This is an optimization exercise on Yosys and OpenROAD, whose aim is small area and a short achievable clock period, not a production implementation.
The RTL was checked by simulation tests, not by an equivalence proof against the original design.
Power is estimated from default activity; no workload was simulated.

the reference run:
==> flow/design.v (excerpt) <==
module pe_array (
  input wire [3:0] sw_output_1,
  input wire [3:0] sw_output_2,
  input wire [3:0] sw_output_3,
  input wire [3:0] sw_output_4,
  input wire [3:0] sw_output_5,
  input wire [3:0] sw_output_6,
  input wire [3:0] sw_output_7,
  input wire [3:0] sw_output_8,
  input wire [3:0] sw_output_9,
  input wire [3:0] sw_output_10,
  input wire [3:0] sw_output_11,
  input wire [3:0] sw_output_12,
  input wire [3:0] sw_output_13,
  input wire [3:0] sw_output_14,
  input wire [3:0] sw_output_15,
  input wire [3:0] sw_output_16,
  input wire [3:0] sw_output_17,
  input wire [3:0] sw_output_18,
  input wire [3:0] sw_output_19,
  input wire [3:0] sw_output_20,
  input wire [3:0] sw_output_21,
  input wire [3:0] sw_output_22,
  input wire [3:0] sw_output_23,
  input wire [3:0] sw_output_24,
  input wire [3:0] sw_output_25,
  input wire [3:0] sw_output_26,
  input wire [3:0] sw_output_27,
  input wire [3:0] sw_output_28,
  input wire [3:0] sw_output_29,
  input wire [3:0] sw_output_30,
  input wire [3:0] sw_output_31,
  input wire [3:0] sw_output_32,
  input wire [3:0] sw_output_33,
  input wire [3:0] sw_output_34,
  input wire [3:0] sw_output_35,
  input wire [3:0] sw_output_36,
  input wire [3:0] sw_output_37,
  input wire [3:0] sw_output_38,
  input wire [3:0] sw_output_39,
  input wire [3:0] sw_output_40,
  input wire [3:0] sw_output_41,
  input wire [3:0] sw_output_42,
  input wire [3:0] sw_output_43,
  input wire [3:0] sw_output_44,
  input wire [3:0] sw_output_45,
  input wire [3:0] sw_output_46,
  input wire [3:0] sw_output_47,
  input wire [3:0] sw_output_48,
  input wire [3:0] sw_output_49,
  input wire [3:0] sw_output_50,
  input wire [3:0] sw_output_51,
  input wire [3:0] sw_output_52,
  input wire [3:0] sw_output_53,
  input wire [3:0] sw_output_54,
  input wire [3:0] sw_output_55,
  input wire [3:0] sw_output_56,
  input wire [3:0] sw_output_57,
  input wire [3:0] sw_output_58,
  input wire [3:0] sw_output_59,
  input wire [3:0] sw_output_60,
  input wire [3:0] sw_output_61,
  input wire [3:0] sw_output_62,
  input wire [3:0] sw_output_63,
  input wire [3:0] sw_output_64,
  input wire [3:0] sw_output_65,
  input wire [3:0] sw_output_66,
  input wire [3:0] sw_output_67,
  input wire [3:0] sw_output_68,
  input wire [3:0] sw_output_69,
  input wire [3:0] sw_output_70,
  input wire [3:0] sw_output_71,
  input wire [3:0] sw_output_72,
  ...
clock: 4.5 ns
lec_check: 0
cap_margin: 20
core_margin: 2
core_utilization: 60
cts_cluster_diameter: 100
cts_cluster_size: 30
gpl_timing_driven: 0
setup_slack_margin: 2.15
slew_margin: 20
synth_hierarchical: 1
standard.sh (not shown) runs the stock make flow with config.mk's settings and CLKGATE_MAP_FILE= SYNTH_SCRIPT=/design/flow/synth_recipe.tcl, a recipe that flattens the netlist after the stock synthesis.
==> flow/flow/run.sh <==
#!/bin/bash
# Standard layout, with plain buffers (instead of delay cells) on the ports,
# and the enable and output pins kept together on one edge.
set -euo pipefail
bash standard.sh "BUFFER_PORTS_ARGS=-buffer_cell sky130_fd_sc_hd__buf_1" "IO_CONSTRAINTS=$PWD/flow/io.tcl" finish > standard_flow.log 2>&1
==> flow/flow/io.tcl <==
# keep the enable and the outputs together on one edge, the enable in the middle
set_io_pin_constraint -region right:* -group -order -pin_names {final_output_1[0] final_output_1[1] final_output_1[2] final_output_1[3] final_output_1[4] final_output_1[5] final_output_1[6] final_output_1[7] final_output_1[8] final_output_1[9] final_output_1[10] final_output_1[11] final_output_2[0] final_output_2[1] final_output_2[2] final_output_2[3] final_output_2[4] final_output_2[5] final_output_2[6] final_output_2[7] final_output_2[8] final_output_2[9] final_output_2[10] final_output_2[11] final_output_3[0] final_output_3[1] final_output_3[2] final_output_3[3] final_output_3[4] final_output_3[5] final_output_3[6] final_output_3[7] final_output_3[8] final_output_3[9] final_output_3[10] final_output_3[11] final_output_4[0] final_output_4[1] final_output_4[2] final_output_4[3] final_output_4[4] final_output_4[5] final_output_4[6] final_output_4[7] final_output_4[8] final_output_4[9] final_output_4[10] final_output_4[11] final_output_5[0] final_output_5[1] final_output_5[2] final_output_5[3] final_output_5[4] final_output_5[5] pe_array_enable final_output_5[6] final_output_5[7] final_output_5[8] final_output_5[9] final_output_5[10] final_output_5[11] final_output_6[0] final_output_6[1] final_output_6[2] final_output_6[3] final_output_6[4] final_output_6[5] final_output_6[6] final_output_6[7] final_output_6[8] final_output_6[9] final_output_6[10] final_output_6[11] final_output_7[0] final_output_7[1] final_output_7[2] final_output_7[3] final_output_7[4] final_output_7[5] final_output_7[6] final_output_7[7] final_output_7[8] final_output_7[9] final_output_7[10] final_output_7[11] final_output_8[0] final_output_8[1] final_output_8[2] final_output_8[3] final_output_8[4] final_output_8[5] final_output_8[6] final_output_8[7] final_output_8[8] final_output_8[9] final_output_8[10] final_output_8[11] final_output_9[0] final_output_9[1] final_output_9[2] final_output_9[3] final_output_9[4] final_output_9[5] final_output_9[6] final_output_9[7] final_output_9[8] final_output_9[9] final_output_9[10] final_output_9[11]}
The reference run reached the end of the flow, and the finished layout is clean on the timing, DRC and antenna checks.
Modified inputs, the trial run compared to the reference run
Settings: removing GPL_TIMING_DRIVEN (formerly 0).
--- outcome ---
First-pass GRT wire length delta for the trial run relative to the reference run: 2.6% lower
Of the two candidates, the reference run has the worse minimum clock period and the trial run the better one.
[compare] base=the reference run new=the trial run: total design power shows a reduction of 2.9 mW, final period utilization shows a reduction of 1.2 points.
Re fraction of area in clock buffers and inverters: the reference run was lower than the trial run.
The trial run ends up with a met2 routing resource usage after global routing that is 1.5 points lower than in the reference run.
A classification of the worst setup path of in -> reg is what the reference run shows, while reg -> out belongs to the trial run.
o_0[0]$_DFF_P_ as the beginning of the critical path was reported by the trial run, and sw_output_24[1] by the reference run.
The library cell contributing the largest single delay on the critical path comes out sky130_fd_sc_hd__dfxtp_4 in one run and sky130_fd_sc_hd__fa_1 in the other, namely in the trial run and the reference run respectively.
The post-detailed-routing wire length in the trial run sits 3200 um below the value recorded for the reference run.
Delta (the trial run minus the reference run): largest fanout on the critical path moved down; number of cells in the design after placement moved down.

* * *

== run A ==
pe_array again, from the RTL that the note above started with.
Settings: LEC_CHECK=0, CAP_MARGIN=20, CORE_MARGIN=2, CORE_UTILIZATION=60, CTS_CLUSTER_DIAMETER=100, CTS_CLUSTER_SIZE=30, SETUP_SLACK_MARGIN=2.0, SLEW_MARGIN=20, SYNTH_HIERARCHICAL=1; clock period 4.5 ns.
Scripts as last shown in full above: flow/flow/run.sh, flow/flow/io.tcl
Having completed the whole flow, run A delivered a layout that passed the timing, DRC and antenna checks.
Input changes introduced in run B (baseline for comparison: run A):
- SETUP_SLACK_MARGIN changed from 2.0 to 2.3
### Flow results
Comparing run A and run B, the higher cell area power density was measured on run A.
Power was lower in run A than in run B.
Run B against run A: hold-critical path depth now sits at about the same level; post-layout utilization of the core now sits higher; routed length on met3 now sits higher; register-to-register slack now sits lower.
On met3 track demand over resource, run A and run B are neck and neck.
The final reports for run B and run A show layout overhead on the synthesized area higher in the former.
Taking run A as the reference, in run B DRC marker count from the first detailed-route iteration down 46; count of fill cells added during filler insertion moved down.
The inputs of run C differ from those of run B as listed below.
- swapping 60 for 70 in CORE_UTILIZATION
- swapping 2.3 for 2.15 in SETUP_SLACK_MARGIN
[summary]
Summary: global-route wire length before repair, run C better than run B. Run B has higher overall die width than run C. Run C | stages: all done | timing, DRC, antenna: all pass. Run B: no failed stages, no open violations at the end. From run B to run C, maximum number of buffers from clock root to sink did not move at all. Power, run C vs run B: down slightly.

* * *

Another version of the RTL of pe_array (not shown whole).
Size in the first run: about 7300 cells after synthesis, about 93000 sq um of cells after synthesis.
// pe_array
module pe_array (
  input wire [3:0] sw_output_1,
  input wire [3:0] sw_output_2,
  input wire [3:0] sw_output_3,
  input wire [3:0] sw_output_4,
  input wire [3:0] sw_output_5,
  input wire [3:0] sw_output_6,
  input wire [3:0] sw_output_7,
  input wire [3:0] sw_output_8,
  input wire [3:0] sw_output_9,
  input wire [3:0] sw_output_10,
  input wire [3:0] sw_output_11,
  input wire [3:0] sw_output_12,
  input wire [3:0] sw_output_13,
  input wire [3:0] sw_output_14,
  input wire [3:0] sw_output_15,
  input wire [3:0] sw_output_16,
  input wire [3:0] sw_output_17,
  input wire [3:0] sw_output_18,
  input wire [3:0] sw_output_19,
  input wire [3:0] sw_output_20,
  input wire [3:0] sw_output_21,
  input wire [3:0] sw_output_22,
  input wire [3:0] sw_output_23,
  input wire [3:0] sw_output_24,
  input wire [3:0] sw_output_25,
  input wire [3:0] sw_output_26,
  input wire [3:0] sw_output_27,
  input wire [3:0] sw_output_28,
  input wire [3:0] sw_output_29,
  input wire [3:0] sw_output_30,
  input wire [3:0] sw_output_31,
  input wire [3:0] sw_output_32,
  input wire [3:0] sw_output_33,
  input wire [3:0] sw_output_34,
  input wire [3:0] sw_output_35,
  input wire [3:0] sw_output_36,
  input wire [3:0] sw_output_37,
  input wire [3:0] sw_output_38,
  input wire [3:0] sw_output_39,
  input wire [3:0] sw_output_40,
  input wire [3:0] sw_output_41,
  input wire [3:0] sw_output_42,
  input wire [3:0] sw_output_43,
  input wire [3:0] sw_output_44,
  input wire [3:0] sw_output_45,
  input wire [3:0] sw_output_46,
  input wire [3:0] sw_output_47,
  input wire [3:0] sw_output_48,
  input wire [3:0] sw_output_49,
  input wire [3:0] sw_output_50,
  input wire [3:0] sw_output_51,
  input wire [3:0] sw_output_52,
  input wire [3:0] sw_output_53,
  input wire [3:0] sw_output_54,
  ...
clock: 4.5 ns
lec_check: 0
cap_margin: 20
core_margin: 2
core_utilization: 60
cts_buf_list: sky130_fd_sc_hd__clkbuf_4
setup_slack_margin: 2.0
slew_margin: 20
synth_hierarchical: 1
==> flow/flow/run.sh <==
#!/bin/bash
# Standard layout, with plain buffers (instead of delay cells) on the ports.
set -euo pipefail
bash standard.sh "BUFFER_PORTS_ARGS=-buffer_cell sky130_fd_sc_hd__buf_2" finish > standard_flow.log 2>&1
==> next run, changes <==
- CTS_BUF_LIST: sky130_fd_sc_hd__clkbuf_4 -> default
- CTS_CLUSTER_DIAMETER: default -> 100
- CTS_CLUSTER_SIZE: default -> 30
Result: The new run completed with no timing, DRC or antenna violations. Global-route usage fell by 1.1 points. Utilization fell by 4.8 points. Via count fell by 8.6%. Maximum frequency rose by 7.4%. Area after synthesis does not change. Sequential share of layout area rose by 2.8 points. Total power fell by 16%. Flip-flop and latch count stays the same.
==> next run, changes <==
- CTS_CLUSTER_DIAMETER: 100 -> default
- CTS_CLUSTER_SIZE: 30 -> default
Hold slack degrades by 0.015 ns.
Combinational power is higher slightly.
Final cell count is higher by a few percent.
Utilization is higher by 3.6 points.
Global-route usage is higher by 0.67 points.
Synthesized area stays the same.
Worst setup slack improves by 0.082 ns.

[afterwards: timing with drivers on the ports]
The flow's constraints put no driver on any port. The routed layouts listed below were extracted and timed again, unchanged, in two steps.
Step 1 assumes that a clkbuf_16 drives the clock port and a buf_2 every other input.
Step 2 also shifts input and output timing later by t, the mid clock arrival at the registers, as if the neighbouring blocks saw the same clock.
Slacks: no drivers / after step 1 / after step 2; pairs: no drivers / after step 1.
run	t, ns	setup slack, ns	worst register clock-pin slew, ns
the reference run	0.772	2.127 / 1.969 / 1.355	0.11 / 0.11
the trial run	0.773	2.182 / 2.077 / 1.473	0.11 / 0.11
run A	0.772	2.081 / 2.001 / 1.465	0.11 / 0.11
run B	0.773	2.156 / 1.771 / 1.513	0.11 / 0.11
run C	0.762	2.187 / 2.078 / 1.418	0.12 / 0.12
the first run of note 3	1.335	1.656 / 1.618 / 0.590	0.07 / 0.07
the second run of note 3	0.774	1.852 / 1.713 / 1.094	0.12 / 0.12
the third run of note 3	0.870	1.934 / 1.703 / 1.088	0.06 / 0.06
After both steps every run listed still meets setup and hold. For the first run of note 3, which loses most, drivers alone change the setup slack by -0.038 ns; drivers and shift together by -1.066 ns.
